From an optimization exercise on the open Yosys and OpenROAD flow, aimed at small area; shortcuts taken in it are not production practice.
Function was checked by simulation only, so behaviour that the tests miss may differ from the original.
No activity file was given, so power comes from the tool's default toggle rates.

==> flow/design.v <==
`timescale 1ns / 1ps
module vlc_tx(
    input pclk,
    input resetn,
    input [31:0] fifo_data,
    input fifo_empty,
    input [1:0] dim,
    output reg fifo_rd_en,
    output reg tx_out,
    output reg led_check
);
    localparam IDLE = 2'b00;
    localparam SYNC = 2'b01;
    localparam SEND = 2'b10;
    localparam WAIT = 2'b11;
    reg [5:0] cnt;
    wire trig = (cnt == 6'd49);
    wire c_first = (cnt == 6'd0);        
    reg [1:0] state;
    reg idle_d;                          
    reg [8:0] bitcnt;
    reg [5:0] wpos;                      
    reg [5:0] n;                         
    reg txb;                             
    reg [2:0] look;                      
    reg par;                             
    reg buffer;
    wire [1:0] nbyte = n[5:4];
    wire [3:0] nbit = n[3:0];
    wire [4:0] sel = ~{nbyte, nbit[2:0]};
    wire fetched = nbit[3] ? par : fifo_data[sel];
    always @(posedge pclk) begin
        if (!resetn)
            cnt <= 6'd63;
        else if (trig)
            cnt <= 6'd0;
        else
            cnt <= cnt + 6'd1;
    end
    reg [1:0] nxt;
    always @(*) begin
        nxt = state;
        case (state)
            IDLE: if (buffer) nxt = SYNC;
            SYNC: if (bitcnt == 9'd9) nxt = SEND;
            SEND: begin
                if (bitcnt[4:0] == 5'd7 && fifo_empty) nxt = IDLE;
                if (bitcnt == 9'd334) nxt = WAIT;
            end
            WAIT: if (bitcnt == 9'd344) nxt = IDLE;
        endcase
    end
    always @(posedge pclk) begin
        if (!resetn) begin
            state <= IDLE;
            idle_d <= 1'b1;
            bitcnt <= 9'd0;
            buffer <= 1'b0;
        end else begin
            idle_d <= (state == IDLE);
            if (trig) begin
                state <= nxt;
                if (state != IDLE)
                    bitcnt <= (bitcnt == 9'd344) ? 9'd0 : bitcnt + 9'd1;
            end
            if (state == IDLE) begin
                if (!fifo_empty) buffer <= 1'b1;
            end else if (state == SYNC)
                buffer <= 1'b0;
        end
    end
    always @(posedge pclk) begin
        if (state == IDLE)
            wpos <= 6'd26;
        else if (trig)
            wpos <= (wpos == 6'd35) ? 6'd0 : wpos + 6'd1;
    end
    wire r = n[3];
    wire [2:0] q = n[2:0];
    wire q_step = r ? (cnt == 6'd48) : c_first;
    wire [2:0] q_next = q_step ? ((q == 3'd4) ? 3'd1 : q + 3'd1) : q;
    wire load = (state == SYNC) || (state == SEND && trig && wpos == 6'd35);
    always @(posedge pclk) begin
        if (!resetn) begin
            n <= 6'b001000;
        end else if (load) begin
            n <= 6'd3;
            look <= {fifo_data[29], fifo_data[30], fifo_data[31]};
            par <= ~(fifo_data[31] ^ fifo_data[30] ^ fifo_data[29]);
        end else if (state == SEND) begin
            if (c_first) begin
                look <= {fetched, look[2:1]};
                par <= nbit[3] ? 1'b1 : par ^ fetched;
                n <= nbit[3] ? {nbyte + 2'd1, 4'd0} : n + 6'd1;
            end
        end else if (state == IDLE) begin
            n <= idle_d ? {2'b00, r, q_next} : 6'd0;
        end
    end
    always @(posedge pclk) begin
        case (state)
            IDLE: if (trig) txb <= ~txb;
            SYNC: begin
                if (bitcnt < 9'd5) txb <= 1'b1;
                else if (bitcnt < 9'd10) txb <= 1'b0;
            end
            SEND: if (c_first) txb <= look[0];
            WAIT: txb <= 1'b0;
        endcase
    end
    always @(posedge pclk) begin
        if (!resetn)
            fifo_rd_en <= 1'b1;
        else
            fifo_rd_en <= (state == IDLE) ? fifo_empty :
                          (state == SEND && wpos == 6'd32 && cnt == 6'd1);
    end
    wire f30 = r ? (cnt >= 6'd29 && cnt <= 6'd48) : (cnt >= 6'd31 && cnt <= 6'd49) || c_first;
    wire f20 = r ? (cnt >= 6'd19 && cnt <= 6'd48) : (cnt >= 6'd21 && cnt <= 6'd49) || c_first;
    reg pattern;
    always @(*) begin
        case (dim)
            2'd2: pattern = (q >= 3'd3) || (q == 3'd2 && f30);
            2'd1: pattern = (q >= 3'd3);
            default: pattern = (q == 3'd4) || (q == 3'd3 && f20);
        endcase
    end
    reg shaped;
    always @(*) begin
        shaped = txb;
        if (state == SEND) begin
            if (cnt >= 6'd1 && cnt <= 6'd21)
                shaped = ~txb;
            else if (cnt >= 6'd22 && cnt <= 6'd31) begin
                if (dim == 2'd2) shaped = 1'b1;
                else if (dim == 2'd0) shaped = 1'b0;
                else if (cnt <= 6'd26) shaped = ~txb;
            end
        end
    end
    always @(posedge pclk) begin
        if (!resetn) begin
            tx_out <= 1'b0;
            led_check <= 1'b0;
        end else begin
            tx_out <= idle_d ? pattern : shaped;
            led_check <= idle_d && (dim == 2'd1);
        end
    end
endmodule
==> flow/config.mk <==
export PLATFORM = sky130hd
export DESIGN_NAME = vlc_tx
export DESIGN_NICKNAME = vlc_tx
export VERILOG_FILES = /design/flow/design.v
export SDC_FILE = /design/flow/constraint.sdc
export NUM_CORES = 4
export LEC_CHECK = 0
export CAP_MARGIN = 20
export CORE_MARGIN = 2
export CORE_UTILIZATION = 40
export SLEW_MARGIN = 20
==> flow/constraint.sdc <==
create_clock -name core_clock -period 10.0 [get_ports {pclk}]
set_input_delay 2.0000 -clock core_clock [delete_from_list [all_inputs] [get_ports {pclk}]]
set_output_delay 2.0000 -clock core_clock [all_outputs]
set_load 0.01 [all_outputs]
standard.sh (not shown) runs the stock make flow with config.mk's settings and CLKGATE_MAP_FILE= SYNTH_SCRIPT=/design/flow/synth_recipe.tcl, a recipe that flattens the netlist after the stock synthesis.
==> flow/flow/run.sh <==
#!/bin/bash
set -euo pipefail
WORK=$(pwd)
rm -rf "$WORK/scripts_own"
cp -r "$FLOW_HOME/scripts" "$WORK/scripts_own"
cp "$WORK/flow/abc_area.script" "$WORK/scripts_own/abc_speed.script"
bash "$WORK/standard.sh" \
  SCRIPTS_DIR="$WORK/scripts_own" \
  BUFFER_PORTS_ARGS="-buffer_cell sky130_fd_sc_hd__buf_1" \
  finish > "$WORK/flow_make.log" 2>&1
==> flow/flow/abc_area.script <==
strash
&get -n
&fraig -x
&put
scorr
dc2
dretime
strash
&get -n
&dch -f
&nf -a -p
&put
The baseline finished with timing, DRC and antenna clean.
Change:
==> flow/run.sh (new file) <==
#!/bin/bash
# synth_recipe.tcl (not shown) runs the flow's synth.tcl, then flattens the netlist and writes it again
# the make line also repeats each setting of config.mk as NAME=value (left out here)
make -C /OpenROAD-flow-scripts/flow DESIGN_CONFIG=/design/flow/config.mk WORK_HOME=/design/flow/orfs CLKGATE_MAP_FILE= SYNTH_SCRIPT=/design/flow/synth_recipe.tcl finish
- CTS_BUF_LIST: unset -> sky130_fd_sc_hd__clkbuf_4
- CTS_CLUSTER_SIZE: unset -> 40
removed: flow/flow/run.sh
removed: flow/flow/abc_area.script
removed: flow/standard.sh
What happened: Final area went up by 14%. Routed wire length grows by 14%. Hold slack is about the same. Die area goes up by 10%. Power drops by 6.0%. Critical path depth does not change. Global-route usage came out lower by 0.26 points. Via count goes up by 6.4%. Core utilization rises by 0.68 points.

what the ideal ports hide:
How much do the figures lean on ideal ports? The routed layouts below were timed once more, with nothing changed but the port constraints. Step 1: set_driving_cell puts a clkbuf_16 on pclk and a buf_2 on each other input, an assumption about the parent block. Step 2 adds t to the input delays and takes it off the output delays; t is the mean of the earliest and latest rising clock arrival at the registers after step 1. Input paths then give back, and output paths get back, about the clock's delay inside the block. a / b / c = ideal ports / drivers / drivers and shift; a / b = the first two.
run | shift t [ns] | slack for setup (ns) | worst hold slack (ns) | cell pins on the clock port's net
the first run | 0.320 | 6.415 / 6.416 / 6.096 | 0.500 / 0.500 / 0.500 | 1
the second run | 0.359 | 6.460 / 6.462 / 6.102 | 0.500 / 0.500 / 0.500 | 1
After both steps setup and hold are still met in every run listed. For the second run, which loses most, drivers alone change the setup slack by +0.002 ns; drivers and shift together by -0.358 ns.
